From an optimization exercise on the open Yosys and OpenROAD flow, aimed at small area; shortcuts taken in it are not production practice.
The RTL was checked by simulation tests, not by an equivalence proof against the original design.
Power figures rest on the tool's default switching activity, not on a simulated workload.

## flow/design.v (module list and top-level ports; edited modules follow where they fit)
// module fir_lowpass: 1911 lines
// module fir_fa: 4 lines
// module fir_ha: 4 lines
// module fir_and: 3 lines
// module fir_inv: 3 lines
module fir_lowpass #(
    parameter DATA_WIDTH = 16
) (
    input signed [DATA_WIDTH-1:0] i2s_data_in,
    output reg signed [(DATA_WIDTH+16)-1:0] i2s_data_out,
    input clk,
    input resetn
);
  // ...
==> flow/flow/run.sh <==
#!/bin/bash
set -euo pipefail
export CTS_ARGS="-sink_clustering_enable -repair_clock_nets -sink_clustering_size 30 -sink_clustering_max_diameter 80 -dont_use_dummy_load"
bash standard.sh finish > standard.log 2>&1
==> flow/standard.sh <==
#!/bin/bash
# synth_recipe.tcl (not shown) runs the flow's synth.tcl, then flattens the netlist and writes it again
# the make line also repeats each setting of config.mk as NAME=value (left out here)
make -C /OpenROAD-flow-scripts/flow DESIGN_CONFIG=/design/flow/config.mk WORK_HOME=/design/flow/orfs CLKGATE_MAP_FILE= SYNTH_SCRIPT=/design/flow/synth_recipe.tcl "${@:-finish}"
==> flow/config.mk <==
export PLATFORM = sky130hd
export DESIGN_NAME = fir_lowpass
export DESIGN_NICKNAME = fir_lowpass
export VERILOG_FILES = /design/flow/design.v
export SDC_FILE = /design/flow/constraint.sdc
export NUM_CORES = 4
export LEC_CHECK = 0
export CAP_MARGIN = 20
export CORE_MARGIN = 2
export CORE_UTILIZATION = 60
export CTS_CLUSTER_DIAMETER = 80
export CTS_CLUSTER_SIZE = 30
export GPL_TIMING_DRIVEN = 0
export PLACE_DENSITY = 0.7
export SLEW_MARGIN = 20
export SYNTH_HIERARCHICAL = 1
export SYNTH_MINIMUM_KEEP_SIZE = 0
==> flow/constraint.sdc <==
create_clock -name core_clock -period 8.0 [get_ports {clk}]
set_input_delay 1.6000 -clock core_clock [delete_from_list [all_inputs] [get_ports {clk}]]
set_output_delay 1.6000 -clock core_clock [all_outputs]
set_load 0.01 [all_outputs]
==> out/metrics.csv, run 1 <==
stage,metric,value,unit
setup_path,Crit-path slowest cell,fa_2,
setup_path,FF-to-FF setup slack,0.24,ns
clocking,TritonCTS clock tree,done,
power_and_ir_drop,Design Power,9890,µW
sta,"Hold Violations, Final",0,
grt,met1 Usage GRT,39.7,%
layout,multi-input combinational area share,65.7,%
layout,largest class,multi-input gates,
setup_path,worst path arrival time,8.20,ns
power_and_ir_drop,clock power share,10.2,%
synth,Synth top area share,61.3,%
routing,drt drc,0,
grt,pin count of the biggest net entering global routing,31,
grt,GRT busiest layer,met2,
floorplan,chip height,208,µm
grt,GRT Util Overall,30.2,%
clocking,CTS buffer count,21,
synth,most common cell in the synthesized netlist,fa_1,
clocking,Max Root-Sink Buffers,3,
power_and_ir_drop,P_int,5200,µW
layout,n_diodes,0,
flow_run,Max Cap Viol,0,
layout,Data buffer area share,2.36,%
power_and_ir_drop,NetSw,4690,µW
setup_path,CP Class,reg2reg,
layout,layout cells sized above 1,2.48,%
sta,Final setup viols,0,
setup_path,crit-path max FO,5,
setup_path,Worst setup endpoint,q22_0$_DFF_P_,
layout,Syn-to-layout area delta,6.93,%
sta,Final Slew Violations,0,
sta,Sum Neg Setup Slack,0,ns
status,status,timing/DRC/antenna clean,
routing,DRT iter0 DRCs,903,
grt,number of global-route vias before repair,15100,
layout,Seq/total area,25.1,%
synth,fraction of registers with async set/reset,0,%
==> run 2: changes to the inputs <==
==> flow/flow/run.sh (replaced) <==
#!/bin/bash
set -euo pipefail
export CTS_ARGS="-sink_clustering_enable -repair_clock_nets -sink_clustering_size 24 -sink_clustering_max_diameter 60 -dont_use_dummy_load"
bash standard.sh finish > standard.log 2>&1
==> out/metrics.csv, run 2 <==
stage,metric,value,unit,change
status,status,timing/DRC/antenna clean,,unchanged
routing,"antenna viol nets, final",0,,unchanged
clocking,CTS buffer count,29,,was 21
flow_run,Max Cap Viol,0,,unchanged
routing,via count,12900,,"was 12,800"
synth,Ys Warns,7,,unchanged
layout,Syn-to-layout area delta,7.62,%,was 6.93%
routing,drt pass-1 iters,5,,unchanged
floorplan,effective utilization at floorplan,61.0,%,unchanged
clocking,Max Root-Sink Buffers,3,,unchanged
sta,Sum Neg Setup Slack,0,ns,unchanged
synth,Cells after Synth,1658,,unchanged
clocking,Root Buffer,clkbuf_16,,unchanged
placement,Detailed Place HPWL,53.4,mm,unchanged
synth,synthesized area,24900,µm²,unchanged
grt,initial antenna violation count,0,,unchanged
synth,Post-synth EDFFs,0,,unchanged
synth,syn_nets,2484,,unchanged
layout,n_diodes,0,,unchanged
synth,register area share after synthesis,26.8,%,unchanged
synth,Yosys reg bits,334,,unchanged
floorplan,die area,43200,µm²,unchanged
setup_path,CP Launch Type,flip-flop,,unchanged
grt,first-pass GRT wire length,92.9,mm,was 92.5 mm
synth,Synth top area share,61.3,%,unchanged
grt,GRT Util Overall,30.4,%,was 30.2%
placement,Port Buf Inserts,49,,unchanged
sta,Worst-Margin Slew,0.883,ns,was 0.869 ns
routing,drt drc,0,,unchanged
clocking,clock slew at reported path FFs,0.07,ns,was 0.10 ns
setup_path,crit path capture type,flip-flop,,unchanged
layout,Post-Layout Cell Count,2268,,"was 2,264"
setup_path,crit-path max FO,5,,unchanged
floorplan,Die W,208,µm,unchanged
clocking,clock latency on the worst-skew pair,0.60,ns,was 0.56 ns
synth,cell accounting for the most synthesized area,fa_1,,unchanged
sta,"Hold Violations, Final",0,,unchanged
sta,Final Slew Violations,0,,unchanged
synth,top_reg_cell synth,dfxtp_1,,unchanged
layout,"commonest non-fill, non-tap cells in the layout","fa_1 (756), dfxtp_1 (334), inv_1 (170)",,"was fa_1 (757), dfxtp_1 (334), inv_1 (170)"
routing,Detailed Route WL,60.4,mm,was 60.1 mm
setup_path,worst path arrival time,8.19,ns,was 8.20 ns
layout,Top reg by flops,i2s_data_out,,unchanged
power_and_ir_drop,Power Dens Cells,375,nW/µm²,was 371 nW/µm²
worst_hold_path,Worst Hold Class,reg2reg,,unchanged
power_and_ir_drop,leak pwr,0.0110,µW,was 0.0109 µW
placement,gpl congestion,0.973,,unchanged
sta,final worst slack,0.260,ns,was 0.241 ns
sta,RSZ-0062 raised after global routing,false,,
synth,most common cell in the synthesized netlist,fa_1,,unchanged
synth,largest cells by area after synthesis,"fa_1 (61%), dfxtp_1 (27%), inv_1 (2.6%), ha_1 (2.2%), nand2_1 (1.4%)",,unchanged
grt,number of global-route vias before repair,15200,,"was 15,100"
setup_path,worst endpoint required time,8.45,ns,was 8.44 ns
synth,fraction of registers with async set/reset,0,%,unchanged
placement,Placed Cells incl. Taps,2239,,unchanged
floorplan,chip height,208,µm,unchanged
floorplan,io pins,50,,unchanged
routing,DRT iter0 DRCs,871,,was 903
floorplan,Core ar.,40900,µm²,unchanged
setup_path,CP Class,reg2reg,,unchanged
clocking,number of H-tree levels,1,,unchanged
sta,Clock Skew,0.0593,ns,was 0.0704 ns
sta,Rel. slew slack,41.1,%,was 42.1%
sta,period utilization,96.8,%,was 97.0%
synth,Post-synth top cells,"fa_1 (764), dfxtp_1 (334), inv_1 (170), nand2_1 (91), nor2_1 (82)",,unchanged
layout,layout net count,2564,,"was 2,560"
layout,layout cells sized above 1,2.76,%,was 2.48%
grt,grt ovf,0,,unchanged
synth,synthesized area per cell,15.0,µm²,unchanged
routing,Wirelength per Cell,26.6,µm,about the same
layout,"commonest non-fill, non-tap cell in the layout",fa_1,,unchanged
sta,Final setup viols,0,,unchanged
synth,synth unique cells,56,,unchanged
floorplan,site row count,74,,unchanged
layout,Largest register FFs,32,,unchanged
clocking,TritonCTS Sinks,334,,unchanged
routing,via density per instance,5.67,,was 5.66
sta,achievable frequency,129,MHz,about the same
power_and_ir_drop,VDD IR max,0.669,mV,was 0.671 mV
clocking,TritonCTS clock tree,done,,unchanged
placement,pre-CTS WS,0.0666,ns,unchanged
sta,fin crit period,7.74,ns,was 7.76 ns
clocking,hold buffer count at cts,0,,unchanged
grt,pin count of the biggest net entering global routing,25,,was 31
run 2: metal layers:
| metal | GRT usage, % | vias to the layer above | wire length (µm) |
|---|---|---|---|
| met5 | 1.11 | - | 36 |
| met4 | 14.0 | 2 | 3820 |
| met3 | 7.86 | 139 | 4790 |
| met2 | 48.3 | 515 | 29500 |
| met1 | 39.7 | 7001 | 22300 |
| li1 | - | 5194 | - |
run 2: cells by family after synthesis:
kind of cell             count (synthesis)  share of synthesized area (%)
adder cells (fa/ha/maj)                808                           63.5
flip-flops                             334                           26.8
AND/OR/NAND/NOR                        239                           4.32
buffers and inverters                  197                           3.00
AO/OA/AOI/OAI                           67                           1.88
XOR/XNOR                                 9                          0.316
multiplexers                             4                          0.161
run 2: modules after synthesis, one instance, submodules excluded:
module,area [µm²],copies in the design,cells
fir_and,6.26,1,1
fir_fa,20.0,764,1
fir_ha,12.5,19,1
fir_inv,3.75,1,1
fir_lowpass,9400,1,873
run 2: final timing paths:
check                           slack [ns]       endpoint  depth (start not counted)             start
worst min register to register        0.32  r3[8]$_DFF_P_                          0  r2[8]$_SDFF_PP0_
worst min-delay path                  0.32  r3[8]$_DFF_P_                          0  r2[8]$_SDFF_PP0_
worst max-delay path                  0.26  q22_0$_DFF_P_                         18  r9[8]$_SDFF_PP0_
worst max register to register        0.26  q22_0$_DFF_P_                         18  r9[8]$_SDFF_PP0_
run 2: report_power, final:
group	internal, µW	switching [µW]
combinational	2850	4060
clock	630	580
sequential	1870	82.3
run 2: critical path, cell delays in order, from the launching register on:
cell	delay, ns
dfxtp_1	0.54
ha_1	0.32
fa_1	0.41
fa_2	0.36
fa_2	0.36
fa_1	0.42
fa_2	0.36
fa_1	0.44
fa_1	0.76
fa_1	0.50
fa_1	0.46
fa_1	0.49
inv_1	0.05
fa_1	0.39
fa_1	0.48
inv_1	0.05
fa_1	0.40
fa_1	0.38
fa_1	0.43
run 2: cell type report:
cell class / instances / area [µm²]
repair buffers: 49 / 490
multi-input cells: 1127 / 17500
well taps: 532 / 666
plain buffers: 27 / 110
fillers: 3014 / 14100
inverters: 170 / 638
clock buffers: 29 / 726
flip-flops and latches: 334 / 6690
run 2: stage by stage:
stage	utilization (%)	area, µm²	hold slack (ns)	total power (µW)
finish	65.6	26800	0.321	10100
global route	65.6	26800	0.330	11100
CTS	65.6	26800	0.319	10100
detailed placement	63.8	26100	0.312	8860
global placement	63.8	26100	0.310	8700
floorplan	-	24900	0.310	7200
run 2: what timing repair did:
item                                    in CTS  in global routing
hold endpoints to repair                     0                  0
resized for setup                            0                  8
endpoints found under the setup margin       0                  2
buffers inserted                             0                  0
==> run 3: changes to the inputs <==
==> flow/flow/run.sh (replaced) <==
#!/bin/bash
set -euo pipefail
export CTS_ARGS="-sink_clustering_enable -repair_clock_nets -sink_clustering_size 16 -sink_clustering_max_diameter 50 -dont_use_dummy_load -buf_list sky130_fd_sc_hd__clkbuf_8"
bash standard.sh finish > standard.log 2>&1
==> out/metrics.csv, run 3 <==
stage,metric,value,unit,change
synth,synthesized area,24900,µm²,unchanged
synth,synth unique cells,56,,unchanged
setup_path,crit-path most repeated cell,fa_1,,unchanged
power_and_ir_drop,Power Dens Cells,368,nW/µm²,was 375 nW/µm²
layout,layout cells sized above 1,3.61,%,was 2.76%
setup_path,cell depth of the worst setup path,17,,was 18
floorplan,site row count,74,,unchanged
grt,initial antenna violation count,0,,unchanged
sta,"Hold Violations, Final",0,,unchanged
sta,final worst slack,0.217,ns,was 0.260 ns
sta,Clock Skew,0.101,ns,was 0.0593 ns
setup_path,RR Endpoint,q22_0$_DFF_P_,,unchanged
clocking,TritonCTS Sinks,334,,unchanged
floorplan,Core ar.,40900,µm²,unchanged
placement,pre-CTS WS,0.0666,ns,unchanged
synth,Post-synth top cells,"fa_1 (764), dfxtp_1 (334), inv_1 (170), nand2_1 (91), nor2_1 (82)",,unchanged
layout,layout net count,2574,,"was 2,564"
routing,"antenna viol nets, final",0,,unchanged
synth,cell accounting for the most synthesized area,fa_1,,unchanged
clocking,hold buffer count at cts,0,,unchanged
setup_path,Crit-path slowest cell,fa_1,,unchanged
synth,Post-synth EDFFs,0,,unchanged
grt,number of global-route vias before repair,15200,,about the same
synth,fraction of registers with async set/reset,0,%,unchanged
setup_path,worst path arrival time,8.23,ns,was 8.19 ns
synth,largest cells by area after synthesis,"fa_1 (61%), dfxtp_1 (27%), inv_1 (2.6%), ha_1 (2.2%), nand2_1 (1.4%)",,unchanged
placement,Port Buf Inserts,49,,unchanged
placement,area of placed instances,26100,µm²,unchanged
grt,GRT Util Overall,30.5,%,was 30.4%
setup_path,CP Launch Type,flip-flop,,unchanged
layout,"commonest non-fill, non-tap cells in the layout","fa_1 (753), dfxtp_1 (332), inv_1 (170)",,"was fa_1 (756), dfxtp_1 (334), inv_1 (170)"
setup_path,Crit path largest cell delay,0.94,ns,was 0.76 ns
layout,Finished Cell Area,26600,µm²,"was 26,800 µm²"
routing,Wirelength per Cell,26.6,µm,about the same
synth,register area share after synthesis,26.8,%,unchanged
sta,Final Slew Violations,0,,unchanged
floorplan,chip height,208,µm,unchanged
layout,Top reg by flops,i2s_data_out,,unchanged
clocking,Root Buffer,clkbuf_8,,was clkbuf_16
setup_path,Worst setup endpoint,q22_0$_DFF_P_,,unchanged
routing,via density per instance,5.68,,was 5.67
grt,pin count of the biggest net entering global routing,17,,was 25
grt,grt ovf,0,,unchanged
sta,RSZ-0062 raised after global routing,false,,unchanged
placement,gpl congestion,0.973,,unchanged
clocking,clock slew at reported path FFs,0.09,ns,was 0.07 ns
floorplan,io pins,50,,unchanged
sta,Fin Hold WS,0.323,ns,was 0.321 ns
placement,Detailed Place HPWL,53.4,mm,unchanged
clocking,Max Root-Sink Buffers,3,,unchanged
sta,Rel. slew slack,41.5,%,was 41.1%
clocking,CTS buffer count,36,,was 29
synth,Yosys reg bits,334,,unchanged
synth,syn_nets,2484,,unchanged
layout,Largest register FFs,32,,unchanged
setup_path,FF-to-FF setup slack,0.22,ns,was 0.26 ns
sta,achievable frequency,128,MHz,was 129 MHz
routing,DRT iter0 DRCs,915,,was 871
routing,drt pass-1 iters,5,,unchanged
setup_path,R2R depth,17,,was 18
layout,Final Util,65.1,%,was 65.6%
flow_run,Max Cap Viol,0,,unchanged
synth,Cells after Synth,1658,,unchanged
floorplan,die area,43200,µm²,unchanged
setup_path,crit-path max FO,5,,unchanged
worst_hold_path,Worst Hold Class,reg2reg,,unchanged
sta,Sum Neg Setup Slack,0,ns,unchanged
synth,Synth top area share,61.3,%,unchanged
synth,synthesized area per cell,15.0,µm²,unchanged
layout,n_diodes,0,,unchanged
synth,most common cell in the synthesized netlist,fa_1,,unchanged
setup_path,worst endpoint required time,8.45,ns,about the same
sta,Worst-Margin Slew,0.878,ns,was 0.883 ns
setup_path,CP Buf/Inv Count,1,,was 2
routing,via count,12900,,about the same
floorplan,Die W,208,µm,unchanged
layout,Syn-to-layout area delta,6.83,%,was 7.62%
synth,top_reg_cell synth,dfxtp_1,,unchanged
status,status,timing/DRC/antenna clean,,unchanged
clocking,clock latency on the worst-skew pair,0.62,ns,was 0.60 ns
sta,period utilization,97.3,%,was 96.8%
layout,"commonest non-fill, non-tap cell in the layout",fa_1,,unchanged
setup_path,CP Class,reg2reg,,unchanged
floorplan,effective utilization at floorplan,61.0,%,unchanged
sta,Final setup viols,0,,unchanged
setup_path,crit path capture type,flip-flop,,unchanged
routing,drt drc,0,,unchanged
power_and_ir_drop,VDD IR max,0.668,mV,was 0.669 mV
power_and_ir_drop,leak pwr,0.0109,µW,was 0.0110 µW
grt,first-pass GRT wire length,92.8,mm,was 92.9 mm
setup_path,CP Cell Sequence,ha_1 -> fa_1 -> fa_1 -> fa_1 -> fa_1 -> fa_1 -> fa_1 -> fa_1 -> fa_1 -> fa_1 -> fa_1 -> fa_1 -> fa_1 -> inv_1 -> fa_1 -> fa_1 -> fa_1,,was ha_1 -> fa_1 -> fa_2 -> fa_2 -> fa_1 -> fa_2 -> fa_1 -> fa_1 -> fa_1 -> fa_1 -> fa_1 -> inv_1 -> fa_1 -> fa_1 -> inv_1 -> fa_1 -> fa_1 -> fa_1
sta,fin crit period,7.78,ns,was 7.74 ns
clocking,number of H-tree levels,2,,was 1
routing,Detailed Route WL,60.5,mm,was 60.4 mm
setup_path,Worst path top cell family by delay,adder cells,,unchanged
synth,Ys Warns,7,,unchanged
setup_path,crit path launch,r6[8]$_SDFF_PP0_,,was r9[8]$_SDFF_PP0_
clocking,TritonCTS clock tree,done,,unchanged
setup_path,RR Startpoint,r6[8]$_SDFF_PP0_,,was r9[8]$_SDFF_PP0_
## run 3: cell counts after synthesis
Identical to the previous run, type by type.
## run 3: where the power goes
group          switching [µW]  internal (µW)  leakage (µW)
Combinational            4060           2850       0.00795
Clock                     549            400      0.000259
Sequential               82.3           1870       0.00273
Total                    4690           5130        0.0109
## run 3: logic make-up after synthesis
| family | count (synthesis) | synth area share (%) |
|---|---|---|
| buf+inv | 197 | 3.00 |
| mux | 4 | 0.161 |
| simple gates | 239 | 4.32 |
| flops | 334 | 26.8 |
| compound gates | 67 | 1.88 |
| xor+xnor | 9 | 0.316 |
| fa+ha+maj | 808 | 63.5 |
## run 3: Yosys stat by module, one instance, submodules excluded
| module | flops+latches | cell area (µm²) | cells inside |
|---|---|---|---|
| fir_fa | 0 | 20.0 | 1 |
| fir_and | 0 | 6.26 | 1 |
| fir_lowpass | 334 | 9400 | 873 |
| fir_ha | 0 | 12.5 | 1 |
| fir_inv | 0 | 3.75 | 1 |
## run 3: final cells by class
class | count | area (µm²)
clock buffer | 36 | 495
timing repair buffer | 52 | 513
sequential | 334 | 6690
multi-input combinational | 1127 | 17500
buffer | 27 | 110
fill | 3047 | 14300
tap | 532 | 666
inverter | 170 | 638
## run 3: per-stage QoR
stage / instances / total power (µW)
2_1_floorplan: 1658 / 7200
3_3_place_gp: 2239 / 8700
3_5_place_dp: 2239 / 8860
4_1_cts: 2275 / 9850
5_1_grt: 2278 / 10900
6_report: 2278 / 9820
## run 3: how the worst min path moves through the flow
stage,startpoint,end,slack [ns],cells after the start
5_1_grt,r2[7]$_SDFF_PP0_,r3[7]$_DFF_P_,0.32,0
3_5_place_dp,r0[7]$_SDFF_PN1_,r1[7]$_DFF_P_,0.31,0
2_1_floorplan,r0[0]$_SDFF_PN1_,r1[0]$_DFF_P_,0.31,0
6_report,r2[7]$_SDFF_PP0_,r3[7]$_DFF_P_,0.32,0
4_1_cts,r0[8]$_SDFF_PN1_,r1[8]$_DFF_P_,0.33,0
3_3_place_gp,r0[9]$_SDFF_PN1_,r1[9]$_DFF_P_,0.31,0
## run 3: timing repair
item | 4_1_cts | 5_1_grt
setup endpoints to repair | 1 | 2
pin swaps | 0 | 1
buffers inserted | 0 | 3
gates resized for setup | 1 | 12
## run 3: worst register-to-register path, delay by kind of cell, from the launching register on
kind | cells | cell delay [ns]
flops | 1 | 0.32
fa+ha+maj | 16 | 7.27
buf+inv | 1 | 0.05
## run 3: metal layers
| metal | part of all wire (%) | up-vias | GRT usage (%) |
|---|---|---|---|
| met1 | 36 | 7058 | 39.4 |
| met2 | 50 | 539 | 48.5 |
| li1 | - | 5206 | - |
| met5 | 0.059 | - | 1.11 |
| met3 | 8.4 | 127 | 8.47 |
| met4 | 5.6 | 2 | 14.4 |
==> run 4: changes to the inputs <==
==> flow/flow/run.sh (replaced) <==
#!/bin/bash
set -euo pipefail
export CTS_ARGS="-sink_clustering_enable -repair_clock_nets -sink_clustering_size 16 -sink_clustering_max_diameter 50 -dont_use_dummy_load -buf_list sky130_fd_sc_hd__clkbuf_8"
export BUFFER_PORTS_ARGS="-buffer_cell sky130_fd_sc_hd__buf_1"
bash standard.sh finish > standard.log 2>&1
==> out/metrics.csv, run 4 <==
stage,metric,value,unit,change
placement,gpl congestion,0.955,,was 0.973
synth,most common cell in the synthesized netlist,fa_1,,unchanged
layout,flip-flop and latch area,6690,µm²,about the same
power_and_ir_drop,leak pwr,0.0108,µW,was 0.0109 µW
floorplan,chip height,208,µm,unchanged
layout,Top reg by flops,i2s_data_out,,unchanged
sta,"Hold Violations, Final",0,,unchanged
status,status,timing/DRC/antenna clean,,unchanged
grt,number of global-route vias before repair,15100,,"was 15,200"
clocking,Root Buffer,clkbuf_8,,unchanged
clocking,number of H-tree levels,2,,unchanged
layout,fillcell total,3035,,"was 3,047"
layout,Syn-to-layout area delta,5.52,%,was 6.83%
synth,Synth top area share,61.3,%,unchanged
layout,area of the multi-input gates,17500,µm²,about the same
sta,RSZ-0062 raised after global routing,false,,unchanged
grt,grt ovf,0,,unchanged
clocking,Post-CTS Setup Repair Bufs,0,,unchanged
floorplan,io pins,50,,unchanged
layout,"commonest non-fill, non-tap cell in the layout",fa_1,,unchanged
routing,Detailed Route WL,60.5,mm,about the same
clocking,TritonCTS Sinks,334,,unchanged
synth,syn_nets,2484,,unchanged
routing,via count,13000,,"was 12,900"
power_and_ir_drop,Power Dens Cells,376,nW/µm²,was 368 nW/µm²
layout,n_diodes,0,,unchanged
synth,Cells after Synth,1658,,unchanged
floorplan,site row count,74,,unchanged
synth,synth unique cells,56,,unchanged
floorplan,Die W,208,µm,unchanged
power_and_ir_drop,VDD IR max,0.773,mV,was 0.668 mV
setup_path,CP Launch Type,flip-flop,,unchanged
worst_hold_path,Worst Hold Class,reg2reg,,unchanged
setup_path,crit path capture type,flip-flop,,unchanged
sta,Worst-Margin Slew,0.930,ns,was 0.878 ns
synth,top_reg_cell synth,dfxtp_1,,unchanged
grt,first-pass GRT wire length,93.2,mm,was 92.8 mm
floorplan,die area,43200,µm²,unchanged
floorplan,effective utilization at floorplan,61.0,%,unchanged
grt,initial antenna violation count,0,,unchanged
layout,layout cells sized above 1,3.44,%,was 3.61%
grt,GRT Util Overall,30.6,%,was 30.5%
setup_path,CP Class,reg2reg,,unchanged
sta,Rel. slew slack,38.0,%,was 41.5%
routing,drt drc,0,,unchanged
routing,"antenna viol nets, final",0,,unchanged
clocking,clock slew at reported path FFs,0.10,ns,was 0.09 ns
layout,Final Util,64.3,%,was 65.1%
sta,achievable frequency,129,MHz,was 128 MHz
sta,period utilization,96.9,%,was 97.3%
synth,Post-synth top cells,"fa_1 (764), dfxtp_1 (334), inv_1 (170), nand2_1 (91), nor2_1 (82)",,unchanged
routing,via density per instance,5.70,,was 5.68
layout,"commonest non-fill, non-tap cells in the layout","fa_1 (751), dfxtp_1 (334), inv_1 (170)",,"was fa_1 (753), dfxtp_1 (332), inv_1 (170)"
floorplan,Core ar.,40900,µm²,unchanged
sta,Clock Skew,0.0789,ns,was 0.101 ns
synth,Ys Warns,7,,unchanged
sta,Sum Neg Setup Slack,0,ns,unchanged
layout,Largest register FFs,32,,unchanged
routing,Wirelength per Cell,26.6,µm,about the same
sta,Final Slew Violations,0,,unchanged
flow_run,Max Cap Viol,0,,unchanged
setup_path,worst path arrival time,8.18,ns,was 8.23 ns
sta,Final setup viols,0,,unchanged
placement,Port Buf Inserts,49,,unchanged
layout,layout net count,2571,,"was 2,574"
clocking,CTS buffer count,36,,unchanged
sta,fin crit period,7.75,ns,was 7.78 ns
clocking,Max Root-Sink Buffers,3,,unchanged
synth,Yosys reg bits,334,,unchanged
synth,largest cells by area after synthesis,"fa_1 (61%), dfxtp_1 (27%), inv_1 (2.6%), ha_1 (2.2%), nand2_1 (1.4%)",,unchanged
synth,register area share after synthesis,26.8,%,unchanged
setup_path,crit-path max FO,5,,unchanged
clocking,clock latency on the worst-skew pair,0.63,ns,was 0.62 ns
synth,synthesized area,24900,µm²,unchanged
synth,Post-synth EDFFs,0,,unchanged
setup_path,worst endpoint required time,8.43,ns,was 8.45 ns
synth,synthesized area per cell,15.0,µm²,unchanged
clocking,TritonCTS clock tree,done,,unchanged
synth,fraction of registers with async set/reset,0,%,unchanged
placement,Detailed Place HPWL,54.0,mm,was 53.4 mm
routing,drt pass-1 iters,5,,unchanged
grt,pin count of the biggest net entering global routing,17,,unchanged
routing,DRT iter0 DRCs,920,,was 915
synth,cell accounting for the most synthesized area,fa_1,,unchanged
run 4: cell counts after synthesis:
No cell type changed its count.
run 4: path summary, 6_finish.rpt:
| check | startpoint | end | depth (start not counted) | slack (ns) |
|---|---|---|---|---|
| min reg2reg | r0[4]$_SDFF_PN1_ | r1[4]$_DFF_P_ | 0 | 0.29 |
| max reg2reg | r13[8]$_SDFF_PP0_ | q22_0$_DFF_P_ | 18 | 0.25 |
| max | r13[8]$_SDFF_PP0_ | q22_0$_DFF_P_ | 18 | 0.25 |
| min | r0[4]$_SDFF_PN1_ | r1[4]$_DFF_P_ | 0 | 0.29 |
run 4: per-module statistics from Yosys (local to each module, per instance):
module	copies in the design	cell area, µm²
fir_ha	19	12.5
fir_inv	1	3.75
fir_lowpass	1	9400
fir_and	1	6.26
fir_fa	764	20.0
run 4: cells by family after synthesis:
| family | Yosys count | share of synthesized area, % |
|---|---|---|
| adder cells (fa/ha/maj) | 808 | 63.5 |
| flip-flops | 334 | 26.8 |
| AND/OR/NAND/NOR | 239 | 4.32 |
| buffers and inverters | 197 | 3.00 |
| AO/OA/AOI/OAI | 67 | 1.88 |
| XOR/XNOR | 9 | 0.316 |
| multiplexers | 4 | 0.161 |
run 4: worst max-delay path, stage by stage (launching register included):
cell and delay (ns):
dfxtp_1 0.34, ha_1 0.20, fa_1 0.39, fa_1 0.39, fa_1 0.39, fa_1 0.42
fa_1 0.40, fa_1 0.43, fa_1 0.87, fa_1 0.54, fa_1 0.48, fa_1 0.49
inv_1 0.05, fa_1 0.41, fa_1 0.39, fa_1 0.49, inv_1 0.05, fa_1 0.40
fa_1 0.44
run 4: stage by stage:
stage	instance area, µm²	total power, µW	setup WS (ns)	hold slack (ns)	std cells
after floorplan	24900	7200	0.773	0.310	1658
after global placement	25800	8770	0.146	0.312	2239
after detailed placement	25800	8920	0.0855	0.312	2239
after CTS	26300	9910	0.0158	0.294	2275
after global routing	26300	10900	0.0153	0.300	2275
final	26300	9900	0.251	0.294	2275
run 4: power breakdown:
group / leakage, µW / switching [µW] / internal [µW]
clock network: 0.000259 / 561 / 401
registers: 0.00272 / 82.0 / 1870
logic: 0.00781 / 4160 / 2830
total: 0.0108 / 4800 / 5100
run 4: timing repair:
item	in CTS	in global routing
hold buffers	0	0
resized for setup	1	12
setup endpoints to repair	1	2
run 4: metal layers:
| metal | up-vias | wire length, µm | track usage [%] |
|---|---|---|---|
| li1 | 5200 | - | - |
| met1 | 7195 | 23300 | 41.9 |
| met2 | 449 | 30000 | 48.8 |
| met3 | 133 | 4100 | 6.37 |
| met4 | 0 | 3050 | 12.5 |
| met5 | - | 0 | 0 |
run 4: cell type report:
class | count | area share [%]
multi-input combinational | 1127 | 66.6
sequential | 334 | 25.4
tap | 532 | 2.53
inverter | 170 | 2.42
clock buffer | 36 | 1.88
timing repair buffer | 49 | 0.699
buffer | 27 | 0.418
==> run 5: changes to the inputs <==
==> flow/run.sh (new file) <==
#!/bin/bash
# synth_recipe.tcl (not shown) runs the flow's synth.tcl, then flattens the netlist and writes it again
# the make line also repeats each setting of config.mk as NAME=value (left out here)
make -C /OpenROAD-flow-scripts/flow DESIGN_CONFIG=/design/flow/config.mk WORK_HOME=/design/flow/orfs CLKGATE_MAP_FILE= SYNTH_SCRIPT=/design/flow/synth_recipe.tcl finish
removed: flow/flow/run.sh
removed: flow/standard.sh
==> out/metrics.csv, run 5 <==
stage,metric,value,unit,change
status,status,timing/DRC/antenna clean,,unchanged
placement,Detailed Place HPWL,53.4,mm,was 54.0 mm
routing,via count,12900,,"was 13,000"
setup_path,CP Launch Type,flip-flop,,unchanged
setup_path,crit path launch,r9[0]$_SDFF_PP0_,,was r13[8]$_SDFF_PP0_
clocking,hold buffer count at cts,0,,unchanged
sta,achievable frequency,129,MHz,about the same
layout,Syn-to-layout area delta,7.97,%,was 5.52%
clocking,TritonCTS clock tree,done,,unchanged
setup_path,worst endpoint required time,8.45,ns,was 8.43 ns
synth,Yosys reg bits,334,,unchanged
sta,Sum Neg Setup Slack,0,ns,unchanged
layout,flip-flop and latch area,6690,µm²,unchanged
routing,DRT iter0 DRCs,981,,was 920
layout,Largest register FFs,32,,unchanged
routing,drt pass-1 iters,5,,unchanged
synth,synth unique cells,56,,unchanged
grt,first-pass GRT wire length,92.9,mm,was 93.2 mm
setup_path,worst path arrival time,8.22,ns,was 8.18 ns
clocking,clock slew at reported path FFs,0.11,ns,was 0.10 ns
setup_path,RR Startpoint,r9[0]$_SDFF_PP0_,,was r13[8]$_SDFF_PP0_
power_and_ir_drop,Design Power,10200,µW,was 9900 µW
routing,Wirelength per Cell,26.6,µm,about the same
layout,"commonest non-fill, non-tap cells in the layout","fa_1 (758), dfxtp_1 (334), inv_1 (170)",,"was fa_1 (751), dfxtp_1 (334), inv_1 (170)"
layout,"commonest non-fill, non-tap cell in the layout",fa_1,,unchanged
layout,Top reg by flops,i2s_data_out,,unchanged
sta,final worst slack,0.236,ns,was 0.251 ns
synth,register area share after synthesis,26.8,%,unchanged
clocking,Post-CTS Setup Repair Bufs,0,,unchanged
synth,Post-synth top cells,"fa_1 (764), dfxtp_1 (334), inv_1 (170), nand2_1 (91), nor2_1 (82)",,unchanged
synth,largest cells by area after synthesis,"fa_1 (61%), dfxtp_1 (27%), inv_1 (2.6%), ha_1 (2.2%), nand2_1 (1.4%)",,unchanged
synth,top_reg_cell synth,dfxtp_1,,unchanged
sta,period utilization,97.0,%,was 96.9%
clocking,TritonCTS Sinks,334,,unchanged
floorplan,site row count,74,,unchanged
synth,Ys Warns,7,,unchanged
grt,pin count of the biggest net entering global routing,31,,was 17
floorplan,chip height,208,µm,unchanged
sta,RSZ-0062 raised after global routing,false,,unchanged
synth,Post-synth EDFFs,0,,unchanged
flow_run,Max Cap Viol,0,,unchanged
floorplan,effective utilization at floorplan,61.0,%,unchanged
synth,cell accounting for the most synthesized area,fa_1,,unchanged
clocking,CTS resizes,0,,was 1
synth,Synth top area share,61.3,%,unchanged
sta,Clock Skew,0.0384,ns,was 0.0789 ns
sta,Final setup viols,0,,unchanged
floorplan,Core ar.,40900,µm²,unchanged
floorplan,die area,43200,µm²,unchanged
placement,pre-CTS WS,0.0666,ns,was 0.0855 ns
clocking,Root Buffer,clkbuf_16,,was clkbuf_8
setup_path,crit-path max FO,5,,unchanged
synth,syn_nets,2484,,unchanged
synth,most common cell in the synthesized netlist,fa_1,,unchanged
synth,fraction of registers with async set/reset,0,%,unchanged
placement,Port Buf Inserts,49,,unchanged
routing,"antenna viol nets, final",0,,unchanged
setup_path,crit path capture type,flip-flop,,unchanged
layout,n_diodes,0,,unchanged
floorplan,Die W,208,µm,unchanged
layout,area of the multi-input gates,17500,µm²,about the same
layout,layout cells sized above 1,2.93,%,was 3.44%
worst_hold_path,Hold Path Origin,r0[9]$_SDFF_PN1_,,was r0[4]$_SDFF_PN1_
clocking,Max Root-Sink Buffers,3,,unchanged
setup_path,CP Class,reg2reg,,unchanged
placement,gpl congestion,0.973,,was 0.955
layout,fillcell total,3012,,"was 3,035"
grt,GRT Util Overall,30.3,%,was 30.6%
power_and_ir_drop,leak pwr,0.0111,µW,was 0.0108 µW
clocking,clock latency on the worst-skew pair,0.56,ns,was 0.63 ns
sta,Worst-Margin Slew,0.896,ns,was 0.930 ns
clocking,number of H-tree levels,1,,was 2
sta,"Hold Violations, Final",0,,unchanged
worst_hold_path,Worst Hold Class,reg2reg,,unchanged
grt,initial antenna violation count,0,,unchanged
floorplan,io pins,50,,unchanged
sta,Fin Hold WS,0.335,ns,was 0.294 ns
power_and_ir_drop,Power Dens Cells,378,nW/µm²,was 376 nW/µm²
clocking,CTS buffer count,21,,was 36
synth,synthesized area,24900,µm²,unchanged
layout,layout net count,2556,,"was 2,571"
routing,drt drc,0,,unchanged
grt,grt ovf,0,,unchanged
sta,Rel. slew slack,40.2,%,was 38.0%
grt,number of global-route vias before repair,15200,,"was 15,100"
sta,Final Slew Violations,0,,unchanged
synth,synthesized area per cell,15.0,µm²,unchanged
synth,Cells after Synth,1658,,unchanged
sta,fin crit period,7.76,ns,was 7.75 ns
power_and_ir_drop,VDD IR max,0.676,mV,was 0.773 mV
layout,Final Util,65.8,%,was 64.3%
routing,via density per instance,5.69,,was 5.70
routing,Detailed Route WL,60.5,mm,about the same
[run 5: layer usage]
metal	GRT usage (%)	part of all wire, %	wire (µm)	vias to the layer above
li1	-	-	-	5188
met1	39.6	37	22300	7104
met2	48.7	49	29700	514
met3	8.03	7.9	4800	141
met4	13.1	6.2	3730	0
met5	0.445	0	0	-
[run 5: cells by family after synthesis]
kind of cell             after synthesis  synth area share, %
AO/OA/AOI/OAI                         67                 1.88
multiplexers                           4                0.161
flip-flops                           334                 26.8
adder cells (fa/ha/maj)              808                 63.5
buffers and inverters                197                 3.00
XOR/XNOR                               9                0.316
AND/OR/NAND/NOR                      239                 4.32
[run 5: cell type report]
class	count	share of cell area, %
multi-input combinational	1127	65.1
sequential	334	24.8
tap	532	2.47
inverter	170	2.37
clock buffer	23	1.98
timing repair buffer	49	1.82
clock inverter	13	1.05
buffer	27	0.409
[run 5: metrics by stage]
step,area (µm²),std cells
after floorplan,24900,1658
after global placement,26100,2239
after detailed placement,26100,2239
after CTS,26900,2275
after global routing,26900,2275
final,26900,2275
[run 5: critical path, stage by stage, from the launching register on]
cell and delay (ns):
dfxtp_1 0.48, ha_1 0.28, fa_1 0.39, fa_1 0.41
fa_2 0.75, fa_1 0.51, fa_1 0.40, fa_1 0.41
fa_1 0.41, fa_1 0.41, fa_1 0.51, fa_1 0.49
inv_1 0.05, fa_1 0.39, fa_1 0.48, inv_1 0.05
fa_1 0.40, fa_1 0.39, fa_1 0.43
[run 5: per-module statistics from Yosys, one instance, submodules excluded]
module | flip-flops and latches | cells inside | area (µm²) | copies in the design
fir_lowpass | 334 | 873 | 9400 | 1
fir_fa | 0 | 1 | 20.0 | 764
fir_ha | 0 | 1 | 12.5 | 19
fir_and | 0 | 1 | 6.26 | 1
fir_inv | 0 | 1 | 3.75 | 1
[run 5: final timing paths]
kind | to | slack [ns] | depth (start not counted)
worst max register to register | q22_0$_DFF_P_ | 0.24 | 18
worst min-delay path | r1[9]$_DFF_P_ | 0.33 | 0
worst min register to register | r1[9]$_DFF_P_ | 0.33 | 0
worst max-delay path | q22_0$_DFF_P_ | 0.24 | 18
[run 5: report_power, final]
| group | internal (µW) | total, µW | switching [µW] | leakage, µW |
|---|---|---|---|---|
| logic | 2860 | 6940 | 4070 | 0.00794 |
| clock network | 609 | 1300 | 688 | 0.000386 |
| registers | 1870 | 1950 | 82.9 | 0.00272 |
==> run 6: changes to the inputs <==
==> flow/flow/run.sh (new file) <==
#!/bin/bash
set -euo pipefail
export CTS_ARGS="-sink_clustering_enable -repair_clock_nets -sink_clustering_size 20 -sink_clustering_max_diameter 60 -dont_use_dummy_load -buf_list sky130_fd_sc_hd__clkbuf_8"
export BUFFER_PORTS_ARGS="-buffer_cell sky130_fd_sc_hd__buf_1"
bash standard.sh finish > standard.log 2>&1
==> flow/standard.sh (new file) <==
#!/bin/bash
# synth_recipe.tcl (not shown) runs the flow's synth.tcl, then flattens the netlist and writes it again
# the make line also repeats each setting of config.mk as NAME=value (left out here)
make -C /OpenROAD-flow-scripts/flow DESIGN_CONFIG=/design/flow/config.mk WORK_HOME=/design/flow/orfs CLKGATE_MAP_FILE= SYNTH_SCRIPT=/design/flow/synth_recipe.tcl "${@:-finish}"
removed: flow/run.sh
==> out/metrics.csv, run 6 <==
stage,metric,value,unit,change
synth,top_reg_cell synth,dfxtp_1,,unchanged
worst_hold_path,hold path cells,0,,unchanged
routing,Wirelength per Cell,26.6,µm,about the same
layout,area of the multi-input gates,17500,µm²,about the same
power_and_ir_drop,combinational fraction of design power,71.3,%,was 68.1%
floorplan,chip height,208,µm,unchanged
sta,"Hold Violations, Final",0,,unchanged
layout,"commonest non-fill, non-tap cells in the layout","fa_1 (755), dfxtp_1 (334), inv_1 (170)",,"was fa_1 (758), dfxtp_1 (334), inv_1 (170)"
grt,grt ovf,0,,unchanged
grt,pin count of the biggest net entering global routing,21,,was 31
setup_path,CP Buf/Inv Count,1,,was 2
synth,Ys Warns,7,,unchanged
routing,DRT iter0 DRCs,917,,was 981
setup_path,crit-path most repeated cell,fa_1,,unchanged
routing,drt drc,0,,unchanged
setup_path,worst path arrival time,8.24,ns,was 8.22 ns
power_and_ir_drop,leak pwr,0.0107,µW,was 0.0111 µW
power_and_ir_drop,Power Dens Cells,372,nW/µm²,was 378 nW/µm²
floorplan,die area,43200,µm²,unchanged
setup_path,Crit-path slowest cell,fa_1,,was fa_2
synth,adder-cell share of the synthesized area,63.5,%,unchanged
power_and_ir_drop,clock power share,8.7,%,was 12.7%
clocking,clock latency on the worst-skew pair,0.67,ns,was 0.56 ns
sta,Final Slew Violations,0,,unchanged
synth,synthesized area,24900,µm²,unchanged
layout,n_diodes,0,,unchanged
synth,post-synthesis mux area share,0.161,%,unchanged
synth,synthesized area per cell,15.0,µm²,unchanged
synth,cell accounting for the most synthesized area,fa_1,,unchanged
layout,Top reg by flops,i2s_data_out,,unchanged
sta,Final setup viols,0,,unchanged
synth,largest cells by area after synthesis,"fa_1 (61%), dfxtp_1 (27%), inv_1 (2.6%), ha_1 (2.2%), nand2_1 (1.4%)",,unchanged
sta,Clock Skew,0.0849,ns,was 0.0384 ns
placement,gpl congestion,0.955,,was 0.973
routing,via count,12900,,about the same
routing,drt pass-1 iters,5,,unchanged
placement,area of placed instances,25800,µm²,"was 26,100 µm²"
layout,layout cells sized above 1,2.77,%,was 2.93%
worst_hold_path,Hold Path Sink,r1[4]$_DFF_P_,,was r1[9]$_DFF_P_
power_and_ir_drop,VDD IR max,0.762,mV,was 0.676 mV
synth,fraction of registers with async set/reset,0,%,unchanged
layout,Syn-to-layout area delta,5.04,%,was 7.97%
placement,Port Buf Inserts,49,,unchanged
setup_path,RR Endpoint,q22_0$_DFF_P_,,unchanged
clocking,CTS buffer count,28,,was 21
grt,initial antenna violation count,0,,unchanged
synth,Cells after Synth,1658,,unchanged
layout,layout net count,2563,,"was 2,556"
power_and_ir_drop,sequential power share,20.0,%,was 19.2%
floorplan,Die W,208,µm,unchanged
setup_path,crit-path max FO,5,,unchanged
clocking,Post-CTS Setup Repair Bufs,0,,unchanged
setup_path,FF-to-FF setup slack,0.23,ns,was 0.24 ns
clocking,TritonCTS Sinks,334,,unchanged
synth,Yosys reg bits,334,,unchanged
status,status,timing/DRC/antenna clean,,unchanged
floorplan,Core ar.,40900,µm²,unchanged
synth,syn_nets,2484,,unchanged
power_and_ir_drop,Sw Ratio,48.7,%,was 47.6%
grt,GRT Util Overall,30.3,%,about the same
layout,"commonest non-fill, non-tap cell in the layout",fa_1,,unchanged
clocking,number of H-tree levels,1,,unchanged
floorplan,effective utilization at floorplan,61.0,%,unchanged
worst_hold_path,Worst Hold Class,reg2reg,,unchanged
clocking,Root Buffer,clkbuf_8,,was clkbuf_16
synth,Post-synth top cells,"fa_1 (764), dfxtp_1 (334), inv_1 (170), nand2_1 (91), nor2_1 (82)",,unchanged
layout,Largest register FFs,32,,unchanged
setup_path,crit path capture type,flip-flop,,unchanged
layout,fillcell total,3045,,"was 3,012"
synth,Synth Area in Simple Gates,4.32,%,unchanged
sta,Rel. slew slack,38.5,%,was 40.2%
setup_path,Worst path top cell family by delay,adder cells,,unchanged
setup_path,R2R depth,17,,was 18
power_and_ir_drop,P_int,5010,µW,was 5340 µW
layout,flip-flop and latch area,6690,µm²,unchanged
routing,via density per instance,5.69,,about the same
grt,first-pass GRT wire length,92.7,mm,was 92.9 mm
synth,synth unique cells,56,,unchanged
synth,Synth top area share,61.3,%,unchanged
layout,Finished Cell Area,26200,µm²,"was 26,900 µm²"
clocking,clock slew at reported path FFs,0.10,ns,was 0.11 ns
clocking,Max Root-Sink Buffers,3,,unchanged
worst_hold_path,Hold Path Origin,r0[4]$_SDFF_PN1_,,was r0[9]$_SDFF_PN1_
routing,Detailed Route WL,60.2,mm,was 60.5 mm
synth,Post-Synth XOR/XNOR Area,0.316,%,unchanged
grt,number of global-route vias before repair,15000,,"was 15,200"
sta,Sum Neg Setup Slack,0,ns,unchanged
setup_path,CP Launch Type,flip-flop,,unchanged
sta,period utilization,97.1,%,was 97.0%
synth,Post-synth EDFFs,0,,unchanged
sta,RSZ-0062 raised after global routing,false,,unchanged
floorplan,io pins,50,,unchanged
floorplan,site row count,74,,unchanged
setup_path,RR Startpoint,r5[0]$_DFF_P_,,was r9[0]$_SDFF_PP0_
power_and_ir_drop,NetSw,4750,µW,was 4850 µW
synth,register area share after synthesis,26.8,%,unchanged
synth,most common cell in the synthesized netlist,fa_1,,unchanged
sta,Worst-Margin Slew,0.922,ns,was 0.896 ns
setup_path,worst endpoint required time,8.47,ns,was 8.45 ns
routing,"antenna viol nets, final",0,,unchanged
clocking,TritonCTS clock tree,done,,unchanged
flow_run,Max Cap Viol,0,,unchanged
sta,achievable frequency,129,MHz,about the same
synth,largest family of logic cells by synthesized area,adder cells,,unchanged
setup_path,CP Class,reg2reg,,unchanged
setup_path,CP Cell Sequence,ha_1 -> fa_1 -> fa_1 -> fa_1 -> fa_1 -> fa_1 -> fa_1 -> fa_1 -> fa_1 -> fa_1 -> fa_1 -> fa_1 -> fa_1 -> fa_1 -> inv_1 -> fa_1 -> fa_1,,was ha_1 -> fa_1 -> fa_1 -> fa_2 -> fa_1 -> fa_1 -> fa_1 -> fa_1 -> fa_1 -> fa_1 -> fa_1 -> inv_1 -> fa_1 -> fa_1 -> inv_1 -> fa_1 -> fa_1 -> fa_1
placement,Detailed Place HPWL,54.0,mm,was 53.4 mm
sta,fin crit period,7.77,ns,was 7.76 ns
synth,complex-gate fraction of the synthesized area,1.88,%,unchanged
setup_path,Crit path largest cell delay,0.75,ns,about the same
clocking,hold buffer count at cts,0,,unchanged
-- run 6: cell count changes in the layout (fill, tap and decap cells not counted), sizes merged --
cell / change
buf: +49
clkdlybuf4s50: -49
clkinv: -5
clkbuf: +5
inv: -6
bufinv: -2
-- run 6: Yosys stat by module (local to each module, per instance) --
module	cell area (µm²)	cells inside
fir_and	6.26	1
fir_fa	20.0	1
fir_ha	12.5	1
fir_inv	3.75	1
fir_lowpass	9400	873
-- run 6: worst max-delay path by stage --
stage,depth (start not counted),end,start,slack [ns]
2_1_floorplan,17,q22_0$_DFF_P_,r5[8]$_DFF_P_,0.77
5_1_grt,18,q22_0$_DFF_P_,r9[0]$_SDFF_PP0_,0.002
6_report,17,q22_0$_DFF_P_,r5[0]$_DFF_P_,0.23
4_1_cts,17,q22_0$_DFF_P_,r9[8]$_SDFF_PP0_,0.05
3_5_place_dp,17,q22_0$_DFF_P_,r9[8]$_SDFF_PP0_,0.09
3_3_place_gp,18,q22_0$_DFF_P_,r9[8]$_SDFF_PP0_,0.15
-- run 6: logic make-up (layout without fill, tap and decap cells) --
family | count (synthesis) | count (layout)
simple gates | 239 | 239
xor+xnor | 9 | 9
compound gates | 67 | 67
mux | 4 | 4
buf+inv | 197 | 274
fa+ha+maj | 808 | 808
flops | 334 | 334
-- run 6: layout make-up --
cell class              count  area share [%]
plain buffers              27           0.420
clock buffers              28            1.47
inverters                 170            2.44
multi-input cells        1127            66.9
flip-flops and latches    334            25.5
well taps                 532            2.54
repair buffers             49           0.702
-- run 6: metrics by stage --
step                      hold slack, ns  cells  total power (µW)  setup WS (ns)  utilization [%]
final                              0.294   2267              9760          0.231             64.0
after global routing               0.299   2267             10800        0.00171             64.0
after detailed placement           0.312   2239              8920         0.0855             63.0
after floorplan                    0.310   1658              7200          0.773                -
after CTS                          0.294   2267              9780         0.0473             64.0
after global placement             0.312   2239              8770          0.146             63.0
-- run 6: repair_timing --
item | in CTS | in global routing
gates resized for setup | 0 | 9
setup endpoints to repair | 0 | 2
hold endpoints to repair | 0 | 0
-- run 6: per-layer routing --
layer | track usage [%] | routed length (µm) | up-vias
met5 | 0 | 0 | -
met4 | 11.1 | 2800 | 0
met1 | 41.9 | 23200 | 7157
met3 | 5.87 | 4130 | 115
li1 | - | - | 5182
met2 | 48.7 | 30100 | 446
-- run 6: power by group through the flow --
stage	combinational (µW)	clock, µW	sequential, µW
final	6960	846	1950
after detailed placement	6920	0	1990
after floorplan	5220	0	1980
after CTS	6950	873	1960
after global placement	6780	0	1990
after global routing	7890	928	1970
==> run 7: changes to the inputs <==
==> flow/flow/run.sh (replaced) <==
#!/bin/bash
set -euo pipefail
export CTS_ARGS="-sink_clustering_enable -repair_clock_nets -sink_clustering_size 20 -sink_clustering_max_diameter 60 -dont_use_dummy_load -buf_list sky130_fd_sc_hd__clkbuf_8"
bash standard.sh finish > standard.log 2>&1
==> out/metrics.csv, run 7 <==
stage,metric,value,unit,change
status,status,timing/DRC/antenna clean,,unchanged
setup_path,CP Buf/Inv Count,2,,was 1
sta,"Hold Violations, Final",0,,unchanged
power_and_ir_drop,Power Dens Cells,367,nW/µm²,was 372 nW/µm²
floorplan,effective utilization at floorplan,61.0,%,unchanged
grt,number of global-route vias before repair,15100,,"was 15,000"
power_and_ir_drop,P_int,5050,µW,was 5010 µW
setup_path,CP Cell Sequence,ha_1 -> fa_1 -> fa_1 -> fa_2 -> fa_1 -> fa_1 -> fa_1 -> fa_1 -> fa_1 -> fa_1 -> fa_1 -> inv_1 -> fa_1 -> fa_1 -> inv_1 -> fa_1 -> fa_1 -> fa_1,,was ha_1 -> fa_1 -> fa_1 -> fa_1 -> fa_1 -> fa_1 -> fa_1 -> fa_1 -> fa_1 -> fa_1 -> fa_1 -> fa_1 -> fa_1 -> fa_1 -> inv_1 -> fa_1 -> fa_1
clocking,CTS buffer count,29,,was 28
layout,layout net count,2568,,"was 2,563"
power_and_ir_drop,clock power share,8.7,%,about the same
routing,DRT iter0 DRCs,873,,was 917
setup_path,crit-path max FO,5,,unchanged
layout,"commonest non-fill, non-tap cells in the layout","fa_1 (754), dfxtp_1 (333), inv_1 (170)",,"was fa_1 (755), dfxtp_1 (334), inv_1 (170)"
grt,initial antenna violation count,0,,unchanged
clocking,TritonCTS Sinks,334,,unchanged
sta,Worst-Margin Slew,0.884,ns,was 0.922 ns
power_and_ir_drop,NetSw,4690,µW,was 4750 µW
setup_path,Crit path largest cell delay,0.73,ns,was 0.75 ns
setup_path,CP Launch Type,flip-flop,,unchanged
routing,Wirelength per Cell,26.5,µm,was 26.6 µm
setup_path,cell depth of the worst setup path,18,,was 17
clocking,clock slew at reported path FFs,0.11,ns,was 0.10 ns
sta,Clock Skew,0.0782,ns,was 0.0849 ns
placement,gpl congestion,0.973,,was 0.955
routing,drt drc,0,,unchanged
placement,pre-CTS WS,0.0666,ns,was 0.0855 ns
layout,Top reg by flops,i2s_data_out,,unchanged
grt,GRT Util Overall,30.3,%,about the same
setup_path,crit-path most repeated cell,fa_1,,unchanged
grt,pin count of the biggest net entering global routing,21,,unchanged
clocking,Max Root-Sink Buffers,3,,unchanged
floorplan,Die W,208,µm,unchanged
synth,Yosys reg bits,334,,unchanged
layout,n_diodes,0,,unchanged
floorplan,Core ar.,40900,µm²,unchanged
layout,layout cells sized above 1,3.16,%,was 2.77%
sta,Rel. slew slack,41.1,%,was 38.5%
grt,grt ovf,0,,unchanged
setup_path,worst endpoint required time,8.51,ns,was 8.47 ns
setup_path,FF-to-FF setup slack,0.22,ns,was 0.23 ns
sta,Final setup viols,0,,unchanged
synth,synthesized area per cell,15.0,µm²,unchanged
synth,Ys Warns,7,,unchanged
sta,achievable frequency,128,MHz,was 129 MHz
routing,via density per instance,5.65,,was 5.69
floorplan,site row count,74,,unchanged
setup_path,Crit-path slowest cell,fa_2,,was fa_1
layout,"commonest non-fill, non-tap cell in the layout",fa_1,,unchanged
placement,Port Buf Inserts,49,,unchanged
clocking,clock latency on the worst-skew pair,0.66,ns,was 0.67 ns
synth,fraction of registers with async set/reset,0,%,unchanged
synth,synthesized area,24900,µm²,unchanged
synth,Post-synth top cells,"fa_1 (764), dfxtp_1 (334), inv_1 (170), nand2_1 (91), nor2_1 (82)",,unchanged
synth,top_reg_cell synth,dfxtp_1,,unchanged
floorplan,die area,43200,µm²,unchanged
setup_path,crit path capture type,flip-flop,,unchanged
clocking,number of H-tree levels,1,,unchanged
power_and_ir_drop,leak pwr,0.0109,µW,was 0.0107 µW
sta,Final Slew Violations,0,,unchanged
sta,fin crit period,7.78,ns,was 7.77 ns
floorplan,chip height,208,µm,unchanged
layout,Largest register FFs,32,,unchanged
power_and_ir_drop,VDD IR max,0.677,mV,was 0.762 mV
clocking,hold buffer count at cts,0,,unchanged
routing,drt pass-1 iters,5,,unchanged
synth,Synth top area share,61.3,%,unchanged
setup_path,Worst path top cell family by delay,adder cells,,unchanged
sta,final worst slack,0.217,ns,was 0.231 ns
routing,Detailed Route WL,60.2,mm,about the same
clocking,Root Buffer,clkbuf_8,,unchanged
sta,RSZ-0062 raised after global routing,false,,unchanged
synth,Cells after Synth,1658,,unchanged
power_and_ir_drop,Sw Ratio,48.2,%,was 48.7%
placement,Detailed Place HPWL,53.4,mm,was 54.0 mm
routing,via count,12800,,"was 12,900"
synth,register area share after synthesis,26.8,%,unchanged
grt,first-pass GRT wire length,92.6,mm,was 92.7 mm
synth,syn_nets,2484,,unchanged
worst_hold_path,Worst Hold Class,reg2reg,,unchanged
synth,most common cell in the synthesized netlist,fa_1,,unchanged
layout,Syn-to-layout area delta,6.46,%,was 5.04%
routing,"antenna viol nets, final",0,,unchanged
setup_path,CP Class,reg2reg,,unchanged
synth,synth unique cells,56,,unchanged
worst_hold_path,hold path cells,0,,unchanged
power_and_ir_drop,combinational fraction of design power,71.2,%,was 71.3%
flow_run,Max Cap Viol,0,,unchanged
synth,largest cells by area after synthesis,"fa_1 (61%), dfxtp_1 (27%), inv_1 (2.6%), ha_1 (2.2%), nand2_1 (1.4%)",,unchanged
setup_path,R2R depth,18,,was 17
setup_path,worst path arrival time,8.29,ns,was 8.24 ns
synth,Post-synth EDFFs,0,,unchanged
clocking,TritonCTS clock tree,done,,unchanged
sta,period utilization,97.3,%,was 97.1%
sta,Sum Neg Setup Slack,0,ns,unchanged
power_and_ir_drop,sequential power share,20.1,%,was 20.0%
synth,cell accounting for the most synthesized area,fa_1,,unchanged
floorplan,io pins,50,,unchanged
-- run 7: path summary, 6_finish.rpt --
check / from / end
hold reg to reg: r2[8]$_SDFF_PP0_ / r3[8]$_DFF_P_
setup reg to reg: r9[0]$_SDFF_PP0_ / q22_0$_DFF_P_
setup / recovery: r9[0]$_SDFF_PP0_ / q22_0$_DFF_P_
hold / removal: r2[8]$_SDFF_PP0_ / r3[8]$_DFF_P_
-- run 7: per-stage QoR --
| step | power (µW) | hold slack, ns | instance area [µm²] | std cells | utilization, % |
|---|---|---|---|---|---|
| 2_1_floorplan | 7200 | 0.310 | 24900 | 1658 | - |
| 3_3_place_gp | 8700 | 0.310 | 26100 | 2239 | 63.8 |
| 3_5_place_dp | 8860 | 0.312 | 26100 | 2239 | 63.8 |
| 4_1_cts | 9740 | 0.284 | 26500 | 2268 | 64.8 |
| 5_1_grt | 10700 | 0.293 | 26600 | 2272 | 64.9 |
| 6_report | 9740 | 0.284 | 26600 | 2272 | 64.9 |
-- run 7: power groups by stage --
stage	clock network (µW)	logic (µW)	registers, µW
6_report	850	6940	1950
5_1_grt	928	7850	1970
4_1_cts	874	6900	1960
3_5_place_dp	0	6870	2000
3_3_place_gp	0	6710	1990
2_1_floorplan	0	5220	1980
-- run 7: modules after synthesis, one instance, submodules excluded --
module / flip-flops and latches / times used
fir_and: 0 / 1
fir_inv: 0 / 1
fir_ha: 0 / 19
fir_lowpass: 334 / 1
fir_fa: 0 / 764
-- run 7: layer usage --
layer | track usage (%) | part of all wire, % | vias up
li1 | - | - | 5192
met1 | 40.0 | 37 | 6994
met2 | 48.0 | 49 | 519
met3 | 7.47 | 7.6 | 141
met4 | 13.8 | 6.2 | 2
met5 | 0.667 | 0.060 | -
-- run 7: cells by family after synthesis --
kind of cell	share of synthesized area (%)
multiplexers	0.161
buffers and inverters	3.00
XOR/XNOR	0.316
AO/OA/AOI/OAI	1.88
AND/OR/NAND/NOR	4.32
flip-flops	26.8
adder cells (fa/ha/maj)	63.5
-- run 7: worst register-to-register path, cell delays in order, from the launching register on --
cell and delay, ns:
dfxtp_1 0.48, ha_1 0.28, fa_1 0.39, fa_1 0.43, fa_2 0.73, fa_1 0.51, fa_1 0.41, fa_1 0.42
fa_1 0.41, fa_1 0.41, fa_1 0.51, fa_1 0.49, inv_1 0.05, fa_1 0.39, fa_1 0.48, inv_1 0.05
fa_1 0.40, fa_1 0.39, fa_1 0.43
-- run 7: final cells by class --
class / count / area (µm²)
inverter: 170 / 638
clock buffer: 29 / 399
buffer: 27 / 110
tap: 532 / 666
timing repair buffer: 53 / 520
multi-input combinational: 1127 / 17500
fill: 3065 / 14400
sequential: 334 / 6690
-- run 7: what timing repair did --
item | 4_1_cts | 5_1_grt
setup buffers | 0 | 4
gates resized for setup | 0 | 11
endpoints found under the setup margin | 0 | 2
==> run 8: changes to the inputs <==
==> flow/flow/run.sh (replaced) <==
#!/bin/bash
set -euo pipefail
export CTS_ARGS="-sink_clustering_enable -repair_clock_nets -sink_clustering_size 18 -sink_clustering_max_diameter 55 -dont_use_dummy_load -buf_list sky130_fd_sc_hd__clkbuf_8"
export BUFFER_PORTS_ARGS="-buffer_cell sky130_fd_sc_hd__buf_1"
bash standard.sh finish > standard.log 2>&1
==> out/metrics.csv, run 8 <==
stage,metric,value,unit,change
layout,area of the multi-input gates,17500,µm²,about the same
grt,initial antenna violation count,0,,unchanged
synth,Cells after Synth,1658,,unchanged
setup_path,worst path arrival time,8.23,ns,was 8.29 ns
setup_path,crit path capture type,flip-flop,,unchanged
synth,top_reg_cell synth,dfxtp_1,,unchanged
clocking,clock slew at reported path FFs,0.09,ns,was 0.11 ns
sta,fin crit period,7.80,ns,was 7.78 ns
placement,area of placed instances,25800,µm²,"was 26,100 µm²"
synth,Ys Warns,7,,unchanged
routing,"antenna viol nets, final",0,,unchanged
routing,DRT iter0 DRCs,864,,was 873
setup_path,crit-path max FO,5,,unchanged
floorplan,Die W,208,µm,unchanged
floorplan,site row count,74,,unchanged
routing,drt pass-1 iters,5,,unchanged
routing,Wirelength per Cell,26.6,µm,was 26.5 µm
routing,via density per instance,5.69,,was 5.65
sta,RSZ-0062 raised after global routing,false,,unchanged
layout,Finished Cell Area,26300,µm²,"was 26,600 µm²"
sta,"Hold Violations, Final",0,,unchanged
placement,gpl congestion,0.955,,was 0.973
sta,Final setup viols,0,,unchanged
setup_path,RR Startpoint,r5[0]$_DFF_P_,,was r9[0]$_SDFF_PP0_
floorplan,effective utilization at floorplan,61.0,%,unchanged
sta,Fin Hold WS,0.294,ns,was 0.284 ns
grt,first-pass GRT wire length,93.0,mm,was 92.6 mm
power_and_ir_drop,leak pwr,0.0108,µW,was 0.0109 µW
setup_path,crit path launch,r5[0]$_DFF_P_,,was r9[0]$_SDFF_PP0_
synth,syn_nets,2484,,unchanged
grt,pin count of the biggest net entering global routing,19,,was 21
floorplan,chip height,208,µm,unchanged
power_and_ir_drop,Power Dens Cells,376,nW/µm²,was 367 nW/µm²
routing,drt drc,0,,unchanged
sta,Worst-Margin Slew,0.944,ns,was 0.884 ns
floorplan,io pins,50,,unchanged
placement,Detailed Place HPWL,54.0,mm,was 53.4 mm
layout,Largest register FFs,32,,unchanged
setup_path,CP Cell Sequence,ha_1 -> fa_1 -> fa_1 -> fa_1 -> fa_1 -> fa_1 -> fa_1 -> fa_1 -> fa_1 -> fa_1 -> fa_1 -> fa_1 -> fa_1 -> fa_1 -> inv_1 -> fa_1 -> fa_1,,was ha_1 -> fa_1 -> fa_1 -> fa_2 -> fa_1 -> fa_1 -> fa_1 -> fa_1 -> fa_1 -> fa_1 -> fa_1 -> inv_1 -> fa_1 -> fa_1 -> inv_1 -> fa_1 -> fa_1 -> fa_1
synth,Yosys reg bits,334,,unchanged
grt,grt ovf,0,,unchanged
synth,synthesized area per cell,15.0,µm²,unchanged
layout,"commonest non-fill, non-tap cell in the layout",fa_1,,unchanged
grt,number of global-route vias before repair,15100,,about the same
synth,Post-synth EDFFs,0,,unchanged
clocking,hold buffer count at cts,0,,unchanged
synth,largest cells by area after synthesis,"fa_1 (61%), dfxtp_1 (27%), inv_1 (2.6%), ha_1 (2.2%), nand2_1 (1.4%)",,unchanged
synth,Post-synth top cells,"fa_1 (764), dfxtp_1 (334), inv_1 (170), nand2_1 (91), nor2_1 (82)",,unchanged
layout,layout cells sized above 1,3.16,%,about the same
layout,Syn-to-layout area delta,5.43,%,was 6.46%
clocking,TritonCTS Sinks,334,,unchanged
layout,fillcell total,3028,,"was 3,065"
synth,most common cell in the synthesized netlist,fa_1,,unchanged
floorplan,Core ar.,40900,µm²,unchanged
layout,n_diodes,0,,unchanged
placement,Port Buf Inserts,49,,unchanged
setup_path,crit-path most repeated cell,fa_1,,unchanged
worst_hold_path,Worst Hold Class,reg2reg,,unchanged
flow_run,Max Cap Viol,0,,unchanged
routing,Detailed Route WL,60.4,mm,was 60.2 mm
clocking,clock latency on the worst-skew pair,0.64,ns,was 0.66 ns
clocking,CTS buffer count,35,,was 29
sta,Final Slew Violations,0,,unchanged
setup_path,CP Class,reg2reg,,unchanged
setup_path,Crit path largest cell delay,0.75,ns,was 0.73 ns
clocking,TritonCTS clock tree,done,,unchanged
layout,"commonest non-fill, non-tap cells in the layout","fa_1 (755), dfxtp_1 (334), inv_1 (170)",,"was fa_1 (754), dfxtp_1 (333), inv_1 (170)"
worst_hold_path,Hold Path Origin,r0[4]$_SDFF_PN1_,,was r2[8]$_SDFF_PP0_
layout,Top reg by flops,i2s_data_out,,unchanged
synth,synth unique cells,56,,unchanged
sta,Sum Neg Setup Slack,0,ns,unchanged
synth,cell accounting for the most synthesized area,fa_1,,unchanged
setup_path,Crit-path slowest cell,fa_1,,was fa_2
routing,via count,12900,,"was 12,800"
power_and_ir_drop,VDD IR max,0.777,mV,was 0.677 mV
setup_path,worst endpoint required time,8.43,ns,was 8.51 ns
clocking,Root Buffer,clkbuf_8,,unchanged
clocking,number of H-tree levels,2,,was 1
sta,achievable frequency,128,MHz,about the same
synth,register area share after synthesis,26.8,%,unchanged
status,status,timing/DRC/antenna clean,,unchanged
grt,GRT Util Overall,30.6,%,was 30.3%
synth,Synth top area share,61.3,%,unchanged
layout,flip-flop and latch area,6690,µm²,about the same
layout,layout net count,2570,,"was 2,568"
synth,synthesized area,24900,µm²,unchanged
sta,Clock Skew,0.115,ns,was 0.0782 ns
synth,fraction of registers with async set/reset,0,%,unchanged
sta,period utilization,97.5,%,was 97.3%
sta,Rel. slew slack,37.1,%,was 41.1%
setup_path,CP Launch Type,flip-flop,,unchanged
clocking,Max Root-Sink Buffers,3,,unchanged
layout,Final Util,64.3,%,was 64.9%
floorplan,die area,43200,µm²,unchanged
-- run 8: timing repair --
item | in CTS | in global routing
endpoints found under the hold margin | 0 | 0
gates resized for setup | 0 | 9
endpoints found under the setup margin | 0 | 2
buffers inserted | 0 | 0
-- run 8: logic make-up (layout without fill, tap and decap cells) --
family	Yosys count	in the layout	share of synthesized area (%)
buffers and inverters	197	281	3.00
XOR/XNOR	9	9	0.316
flip-flops	334	334	26.8
adder cells (fa/ha/maj)	808	808	63.5
multiplexers	4	4	0.161
AND/OR/NAND/NOR	239	239	4.32
AO/OA/AOI/OAI	67	67	1.88
-- run 8: final timing paths --
kind              cells past startpoint  slack, ns            end
setup / recovery                     17       0.20  q22_0$_DFF_P_
hold / removal                        0       0.29  r1[4]$_DFF_P_
setup reg to reg                     17       0.20  q22_0$_DFF_P_
hold reg to reg                       0       0.29  r1[4]$_DFF_P_
-- run 8: critical path: cells and delay by family (launching register included) --
family / cells / cell delay [ns]
buf+inv: 1 / 0.05
fa+ha+maj: 16 / 7.25
flops: 1 / 0.32
-- run 8: area by class of cell --
cell class | instances | area share (%)
multi-input cells | 1127 | 66.7
flip-flops and latches | 334 | 25.4
well taps | 532 | 2.53
inverters | 170 | 2.43
clock buffers | 35 | 1.83
repair buffers | 49 | 0.699
plain buffers | 27 | 0.419
-- run 8: power by group --
part / internal (µW) / leakage [µW] / switching (µW)
sequential: 1870 / 0.00272 / 81.9
clock: 390 / 0.000252 / 557
combinational: 2830 / 0.00782 / 4170
total: 5090 / 0.0108 / 4810
-- run 8: routing by layer --
| metal | routed length (µm) | vias up | part of all wire (%) | global-route usage [%] |
|---|---|---|---|---|
| li1 | - | 5192 | - | - |
| met1 | 23400 | 7204 | 39 | 41.9 |
| met2 | 30100 | 421 | 50 | 48.7 |
| met3 | 3930 | 130 | 6.5 | 6.55 |
| met4 | 2960 | 0 | 4.9 | 12.3 |
| met5 | 0 | - | 0 | 0 |
-- run 8: per-stage QoR --
stage                     power, µW  instances  setup WS (ns)
after floorplan                7200       1658          0.773
after global placement         8770       2239          0.146
after detailed placement       8920       2239         0.0855
after CTS                      9890       2274        0.00969
after global routing          10900       2274        0.00430
final                          9900       2274          0.200
-- run 8: Yosys stat by module (local to each module, per instance) --
| module | area, µm² | cells | flip-flops and latches | times used |
|---|---|---|---|---|
| fir_and | 6.26 | 1 | 0 | 1 |
| fir_inv | 3.75 | 1 | 0 | 1 |
| fir_lowpass | 9400 | 873 | 334 | 1 |
| fir_fa | 20.0 | 1 | 0 | 764 |
| fir_ha | 12.5 | 1 | 0 | 19 |

-- port drivers added, routing unchanged --
The results above use ideal ports. As a check the final layouts listed here were re-extracted and re-timed, cells and wires unchanged.
Step 1: set_driving_cell puts a clkbuf_16 on clk and a buf_2 on each other input, an assumption about the parent block.
Step 2 times the ports against the registers' clock, not the clock port: input delays grow and output delays shrink by t, the midpoint of the rising clock arrivals with the driver on.
a / b / c = no drivers / after step 1 / after step 2; a / b = the first two.
run	t, ns	setup WS [ns]	worst setup path at the end
run 1	0.582	0.241 / 0.241 / 0.241	register to register
run 2	0.621	0.260 / 0.260 / 0.260	register to register
run 3	0.624	0.217 / 0.217 / 0.217	register to register
run 4	0.639	0.251 / 0.251 / 0.251	register to register
run 5	0.599	0.236 / 0.236 / 0.236	register to register
run 6	0.675	0.231 / 0.231 / 0.231	register to register
run 7	0.668	0.217 / 0.217 / 0.217	register to register
run 8	0.630	0.200 / 0.200 / 0.200	register to register
After both steps setup and hold are still met in every run listed.
